Context: an optimization exercise on an open-source flow, tuned for small area and a short achievable clock period. The choices shown serve that exercise and are no tape-out recipe. Where RTL was checked, it was by simulation tests only, not by an equivalence proof against the original. Power figures rest on the tool's default switching activity, not on a simulated workload.

// my_fir
module my_fir
#(parameter F=10)
(
input logic                clk,
input logic                rst,
input logic signed  [15:0] filter_in,
output logic signed [31:0] filter_out
    );
Size: ~2500 cells after synthesis, roughly 50 I/O pins.
Settings: LEC_CHECK=0, ABC_CLOCK_PERIOD_IN_PS=2400, CAP_MARGIN=20, CORE_MARGIN=2, CORE_UTILIZATION=60, CTS_CLUSTER_DIAMETER=80, CTS_CLUSTER_SIZE=18, PLACE_DENSITY=0.75, SETUP_SLACK_MARGIN=3.85, SLEW_MARGIN=20, SYNTH_HIERARCHICAL=1; clock period 6.5 ns.
run.sh (not shown) runs the stock make flow with config.mk's settings and CLKGATE_MAP_FILE= SYNTH_SCRIPT=/design/flow/synth_recipe.tcl, a recipe that flattens the netlist after the stock synthesis.
The first run finished with timing, DRC and antenna clean.
Then changed:
--- a/flow/config.mk
+++ b/flow/config.mk
@@ -8 +7,0 @@
-export ABC_CLOCK_PERIOD_IN_PS = 2400
@@ -15 +14 @@
-export SETUP_SLACK_MARGIN = 3.85
+export SETUP_SLACK_MARGIN = 3.7
The new run ran to the end with no violations.
Final area goes down by 0.77%.
Sequential share of layout area goes up by 0.29 points.
Worst setup slack gets worse by 51 ps.
Clock skew goes down by 3.7 ps.
Wire length goes down by 1.2%.
No functional check of the RTL was part of any run of this note.

========
v5:
Another version of the RTL of my_fir (not shown whole).
Size: about 2400 cells after synthesis, ~50 I/O pins, roughly 38000 µm² of cells after synthesis.
Design my_fir, start of the top module:
module my_fir
#(parameter F=10)
(
input logic                clk,
input logic                rst,
input logic signed  [15:0] filter_in,
output logic signed [31:0] filter_out
    );
==> flow/config.mk <==
export PLATFORM = sky130hd
export DESIGN_NAME = my_fir
export DESIGN_NICKNAME = my_fir
export VERILOG_FILES = /design/flow/design.v
export SDC_FILE = /design/flow/constraint.sdc
export NUM_CORES = 4
export LEC_CHECK = 0
export ABC_CLOCK_PERIOD_IN_PS = 2600
export CAP_MARGIN = 20
export CORE_MARGIN = 2
export CORE_UTILIZATION = 60
export CTS_CLUSTER_DIAMETER = 80
export CTS_CLUSTER_SIZE = 18
export PLACE_DENSITY = 0.75
export SETUP_SLACK_MARGIN = 3.6
export SLEW_MARGIN = 20
export SYNTH_HIERARCHICAL = 1
==> flow/constraint.sdc <==
create_clock -name core_clock -period 6.5 [get_ports {clk}]
set_input_delay 1.3000 -clock core_clock [delete_from_list [all_inputs] [get_ports {clk}]]
set_output_delay 1.3000 -clock core_clock [all_outputs]
set_load 0.01 [all_outputs]
The flow did not stop early for v5: all stages ran, and the layout cleared the timing, design-rule and antenna checks.
--- input diff v5..v21 ---
- CTS_CLUSTER_SIZE: 18 -> unset
- PLACE_DENSITY: 0.75 -> 0.6
- CORE_UTILIZATION: 60 -> 40
- CTS_CLUSTER_DIAMETER: 80 -> unset
- SETUP_SLACK_MARGIN: 3.6 -> unset
## What came out
- Of the two values seen for start point of the critical path, d[1][6]$_DFF_PP0_ was produced by v5 and d[7][7]$_DFF_PP0_ by v21.
- v21 vs v5: maximum frequency down
- Per the comparison of v21 with v5, number of standard cells in the final layout excluding fillers increased by about 14% relative to the old numbers, non-clock buffer count decreased by 10 relative to the old numbers.
Relative to v21, the following input files were edited for v40:
- setting CTS_CLUSTER_DIAMETER to 80 for the first time
- changing CORE_UTILIZATION from 40 to 60
- setting SETUP_SLACK_MARGIN to 3.7 for the first time
- changing PLACE_DENSITY from 0.6 to 0.75
- setting CTS_CLUSTER_SIZE to 18 for the first time
### Flow results
- From v21 to v40 the numbers moved as follows: number of tapcells now sits lower, switching power summed over all nets decreased 2.7%, final clock period utilization by the worst path decreased by 5.5 points relative to the old numbers, non-clock buffer area fraction after layout moved up.
- Max CTS buffer count across v40 and v21: v21
- The first element of the critical path comes out q[21]$_DFF_PP0_ in one run and d[7][7]$_DFF_PP0_ in the other, namely in v40 and v21 respectively.
- When the final numbers for v40 and v21 were put side by side, the sequential cell area share turned out to be smaller in v21.
- Area of all placed cells without fillers | v40 below v21
- Combinational group share of total power: v40 higher than v21
- There was hardly any difference in post-synthesis share of cell area spent on xor and xnor gates between v40 and v21.
- Comparing v40 and v21, critical path depth is lower on v40.
- Relative to v21, the reported clock group power measured on v40 has decreased by more than a quarter.

========
Setup of job 5491:
Starting RTL as in the previous note.
export LEC_CHECK = 0
export ABC_CLOCK_PERIOD_IN_PS = 2600
export CAP_MARGIN = 20
export CORE_MARGIN = 2
export CORE_UTILIZATION = 60
export PLACE_DENSITY = 0.75
export SETUP_SLACK_MARGIN = 3.6
export SLEW_MARGIN = 20
export SYNTH_HIERARCHICAL = 1
create_clock -name core_clock -period 6.5 [get_ports {clk}]
The flow did not stop early for job 5491: all stages ran, and the layout cleared the timing, design-rule and antenna checks.
The inputs of job 2091 differ from those of job 5491 as listed below.
- CORE_UTILIZATION now 40, was 60
- SETUP_SLACK_MARGIN now 3.9, was 3.6
- PLACE_DENSITY now 0.6, was 0.75
### Flow results
[compare] base=job 5491 new=job 2091: standard-cell row count went up by about 23%; total internal power went up 1.4 mW.
There was hardly any difference in final-layout worst hold slack between job 2091 and job 5491.
Job 5491 vs job 2091, most common library cell in the layout ignoring fill and taps: fa_1 vs dfrtp_1
Job 2091 against job 5491: post-route clock period utilization -0.76 points, number of buffers inserted during clock tree synthesis +7.0%.
diff inputs: job 2091 => job 1408
- putting CTS_CLUSTER_DIAMETER at 100 where nothing was set
- swapping 40 for 60 in CORE_UTILIZATION
- putting CTS_CLUSTER_SIZE at 22 where nothing was set
- swapping 3.9 for 3.6 in SETUP_SLACK_MARGIN
- swapping 0.6 for 0.75 in PLACE_DENSITY
### Flow results
Job 1408 — utilization after layout 17 points higher, job 2091 as reference. From job 2091 to job 1408 the numbers moved as follows: overall routed net length now sits lower; sequential share of layout area now larger; routed length on met1 went down 7.5 mm. Of job 1408 and job 2091, it is job 1408 that has the lower global-route wire length before repair.
Edits applied to the flow inputs when going from job 1408 to job 9483:
- CORE_UTILIZATION changed from 60 to 40
- CTS_BUF_LIST newly set to sky130_fd_sc_hd__clkbuf_4 sky130_fd_sc_hd__clkbuf_8
- CTS_CLUSTER_DIAMETER removed (was 100)
- CTS_CLUSTER_SIZE removed (was 22)
- PLACE_DENSITY changed from 0.75 to 0.6
## What came out
- Job 9483 reached the final stage; the timing, design-rule and antenna checks on its layout passed.
- Going from job 1408 to job 9483, number of non-clock buffers grew by more than half.
- In the metrics for job 1408 and job 9483, the one carrying the higher hold slack is job 1408.
- Job 9483 leaves more setup margin than job 1408.
- Of the two values seen for launching instance or port of the critical path, pr8[9]$_DFF_PP0_ was produced by job 9483 and d[13][6]$_DFF_PP0_ by job 1408.

## static timing again, ports no longer ideal
How much do the figures lean on ideal ports? The routed layouts below were timed once more, with nothing changed but the port constraints. Step 1 assumes that a clkbuf_16 drives the clock port and a buf_2 every other input. Step 2 moves the port delays by t, midway between the first and last clock arrival at a register: inputs arrive t later, outputs are due t later. That takes back most of the time a late clock gives input paths. a / b / c = no drivers / after step 1 / after step 2; a / b = the first two.
run | t, ns | setup WS [ns] | worst register clock-pin slew, ns | cell pins on the clock port's net
the first run of note 1 | 0.678 | 3.717 / 3.717 / 3.238 | 0.09 / 0.09 | 1
the second run of note 1 | 0.668 | 3.666 / 3.666 / 3.401 | 0.08 / 0.08 | 1
v5 | 0.671 | 3.611 / 3.611 / 3.140 | 0.09 / 0.09 | 1
v21 | 0.692 | 3.217 / 3.217 / 3.217 | 0.08 / 0.08 | 1
v40 | 0.666 | 3.573 / 3.511 / 3.301 | 0.08 / 0.08 | 1
job 5491 | 0.667 | 3.570 / 3.508 / 3.227 | 0.06 / 0.06 | 1
job 2091 | 0.705 | 3.620 / 3.620 / 3.421 | 0.07 / 0.07 | 1
job 1408 | 0.654 | 3.579 / 3.579 / 3.148 | 0.09 / 0.09 | 1
job 9483 | 0.801 | 3.617 / 3.617 / 3.243 | 0.08 / 0.08 | 1
After both steps every run listed still meets setup and hold. For the first run of note 1, which loses most, drivers alone change the setup slack by 0.000 ns; drivers and shift together by -0.479 ns. Setup slack includes reset recovery checks.
